This is an optimization exercise on Yosys and OpenROAD, whose aim is small area, a short achievable clock period and few clock cycles, not a production implementation.
Only simulation tests tie the RTL to the original design; equivalence was not proved.
Power is estimated from default activity; no workload was simulated.

==> flow/design.v (excerpt) <==
module MDC(
    clk,
    rst_n,
    in_valid,
    in_data,
    in_mode,
    out_valid,
    out_data
);
input clk, rst_n, in_valid;
input [8:0] in_mode;
input [14:0] in_data;
output reg out_valid;
output [206:0] out_data;
reg  [3:0]  cnt;        
always @(posedge clk or negedge rst_n) begin
    if (!rst_n)
        cnt <= 4'd0;
    else
        cnt <= in_valid ? cnt + 4'd1 : 4'd0;
end
wire [3:0] k1 = cnt;
wire [10:0] e;
wire [4:0]  md;
HAMMING_IP #(11) dec_data (.IN_code(in_data), .OUT_code(e));
HAMMING_IP #(5)  dec_mode (.IN_code(in_mode), .OUT_code(md));
reg m4, m3;
always @(posedge clk) begin
    if (in_valid && cnt == 4'd0) begin
        m4 <= md[4];             
        m3 <= md[1] & ~md[4];    
    end
end
wire m2 = ~m4 & ~m3;             
reg signed [10:0] sr [1:8];
integer i;
always @(posedge clk) begin
    sr[1] <= e;
    for (i = 2; i <= 8; i = i + 1)
        sr[i] <= sr[i-1];
end
wire [3:0] r0ld = (in_valid && k1[3:2] == 2'd0) ? (4'd1 << k1[1:0]) : 4'd0;
wire [44:0] DET;
wire [10:0] row0 [0:3];
assign row0[0] = DET[10:0];
assign row0[1] = DET[21:11];
assign row0[2] = DET[32:22];
assign row0[3] = DET[43:33];
function [17:0] booth;
    input [10:0] v;
    input        ng;
    reg   [12:0] t;
    integer j;
    begin
        t = {v[10], v, 1'b0};
  ...
Size: ~5,700 cells after synthesis, about 55,000 um^2 of cells after synthesis.
export LEC_CHECK = 0
export CAP_MARGIN = 60
export CORE_MARGIN = 2
export CORE_UTILIZATION = 40
export SLEW_MARGIN = 80
create_clock -name core_clock -period 13.5 [get_ports {clk}]
standard.sh (not shown) runs the stock make flow with config.mk's settings and CLKGATE_MAP_FILE= SYNTH_SCRIPT=/design/flow/synth_recipe.tcl, a recipe that flattens the netlist after the stock synthesis.
==> flow/flow/run.sh <==
#!/bin/bash
# The standard layout (the standard.sh, standard synthesis), with timing
# repair aiming at a setup slack of 9.0 ns on the 13.5 ns clock. The clock
# period and all constraints are unchanged.
set -euo pipefail
bash standard.sh SETUP_SLACK_MARGIN=9.0 finish > standard_flow.log 2>&1
Testbench counts at the start, summed over its fixed seeds: cycles 47,252.
Change:
==> flow/flow/run.sh (replaced) <==
#!/bin/bash
# The standard layout (the standard.sh, standard synthesis), with timing
# repair aiming at a setup slack of 8.7 ns on the 13.5 ns clock. The clock
# period and all constraints are unchanged.
set -euo pipefail
bash standard.sh SETUP_SLACK_MARGIN=8.7 finish > standard_flow.log 2>&1
Settings changed: CAP_MARGIN 60 to 50, SLEW_MARGIN 80 to 70.
Outcome:
- non-clock buffer count goes down by 834
- critical path depth goes down by 5
- sequential power barely changes

---

Another version of the RTL of MDC (not shown whole).
Size in the first run: about 900 flip-flops, about 0.061 mm^2 of cells after synthesis.
clock: 13.5 ns
lec_check: 0
cap_margin: 50
core_margin: 2
core_utilization: 40
slew_margin: 70
==> flow/flow/run.sh <==
#!/bin/bash
# The standard layout (the standard.sh, standard synthesis), with timing
# repair aiming at a setup slack of 9.2 ns on the 13.5 ns clock. The clock
# period and all constraints are unchanged.
set -euo pipefail
bash standard.sh SETUP_SLACK_MARGIN=9.2 finish > standard_flow.log 2>&1
The starting point finished with timing, DRC and antenna clean.
Testbench counts at the start, summed over its fixed seeds: cycles 46,426.
==> next run, changes <==
==> flow/flow/run.sh (replaced) <==
#!/bin/bash
# The standard layout (the standard.sh, standard synthesis), with timing
# repair aiming at a setup slack of 9.0 ns on the 13.5 ns clock. The clock
# period and all constraints are unchanged.
set -euo pipefail
bash standard.sh SETUP_SLACK_MARGIN=9.0 finish > standard_flow.log 2>&1
Outcome: Design area falls by 0.80%. Clock-buffer cell count does not change. Global-route usage barely changes. Power goes down by 1.4%. Non-clock buffer count drops by 17.

---

== the reference run ==
Another version of the RTL of MDC (not shown whole).
Size: ~6,100 cells after synthesis, roughly 760 flip-flops, ~240 I/O pins, about 57,000 um^2 of cells after synthesis.
## MDC
module MDC(
    clk,
    rst_n,
    in_valid,
    in_data,
    in_mode,
    out_valid,
    out_data
);
Settings: LEC_CHECK=0, CAP_MARGIN=50, CORE_MARGIN=2, CORE_UTILIZATION=40, SLEW_MARGIN=70; clock period 13.5 ns.
run.sh (not shown) runs the stock make flow with config.mk's settings and CLKGATE_MAP_FILE= SYNTH_SCRIPT=/design/flow/synth_recipe.tcl, a recipe that flattens the netlist after the stock synthesis.
Stock flow here: none of the scripts above is used.
Testbench counts of the reference run, summed over its fixed seeds: cycles 46,426.
diff inputs: the reference run => the trial run
==> flow/flow/run.sh (new file) <==
#!/bin/bash
# The standard layout (the standard.sh, standard synthesis), with timing
# repair aiming at a setup slack of 8.7 ns on the 13.5 ns clock. The clock
# period and all constraints are unchanged.
set -euo pipefail
bash standard.sh SETUP_SLACK_MARGIN=8.7 finish > standard_flow.log 2>&1
==> flow/standard.sh (new file) <==
#!/bin/bash
# synth_recipe.tcl (not shown) runs the flow's synth.tcl, then flattens the netlist and writes it again
# the make line also repeats each setting of config.mk as NAME=value (left out here)
make -C /OpenROAD-flow-scripts/flow DESIGN_CONFIG=/design/flow/config.mk WORK_HOME=/design/flow/orfs CLKGATE_MAP_FILE= SYNTH_SCRIPT=/design/flow/synth_recipe.tcl "${@:-finish}"
removed: flow/run.sh
### Flow results
- On the trial run: worst hold slack is 0.0033 ns higher than what the reference run gave.
- Lower depth of the critical timing path with buffers and inverters included among the reference run and the trial run: the trial run
- Total wire length after detailed routing in the trial run is 6.8 mm higher than in the reference run

[re-timing with driven ports]
No port has a modelled driver above. Below, the same layouts with a new extraction and two added sets of constraints. Step 1 sets driving cells, clkbuf_16 on the clock port and buf_2 on the other inputs (assumed; they add their load-dependent delay and slew). Step 2, shift: input delay + t, output delay - t, t = (earliest + latest rising clock arrival at the registers) / 2. This alone moves slack from input paths to output paths. Slacks: ideal ports / drivers / drivers and shift; pairs: ideal ports / drivers.
| run | t (ns) | slack for setup (ns) | hold WS [ns] | worst setup path after step 2 | worst data-port slew with drivers (ns) |
|---|---|---|---|---|---|
| the first run of note 1 | 0.792 | 8.285 / 8.199 / 7.684 | 0.329 / 0.329 / 0.329 | input to register | 0.16 |
| the second run of note 1 | 0.794 | 8.445 / 8.362 / 7.750 | 0.316 / 0.316 / 0.316 | input to register | 0.13 |
| the first run of note 2 | 0.835 | 8.680 / 8.590 / 8.666 | 0.293 / 0.293 / 0.293 | input to register | 0.06 |
| the second run of note 2 | 0.835 | 8.719 / 8.628 / 8.678 | 0.298 / 0.298 / 0.298 | input to register | 0.07 |
| the reference run | 0.772 | 7.978 / 7.916 / 7.260 | 0.320 / 0.320 / 0.320 | input to register | 0.06 |
| the trial run | 0.773 | 8.529 / 8.462 / 7.791 | 0.323 / 0.323 / 0.323 | input to register | 0.06 |
After both steps every run listed still meets setup and hold. The setup slack of the trial run, which loses most, moves by -0.067 ns with the drivers and by -0.738 ns with both steps.
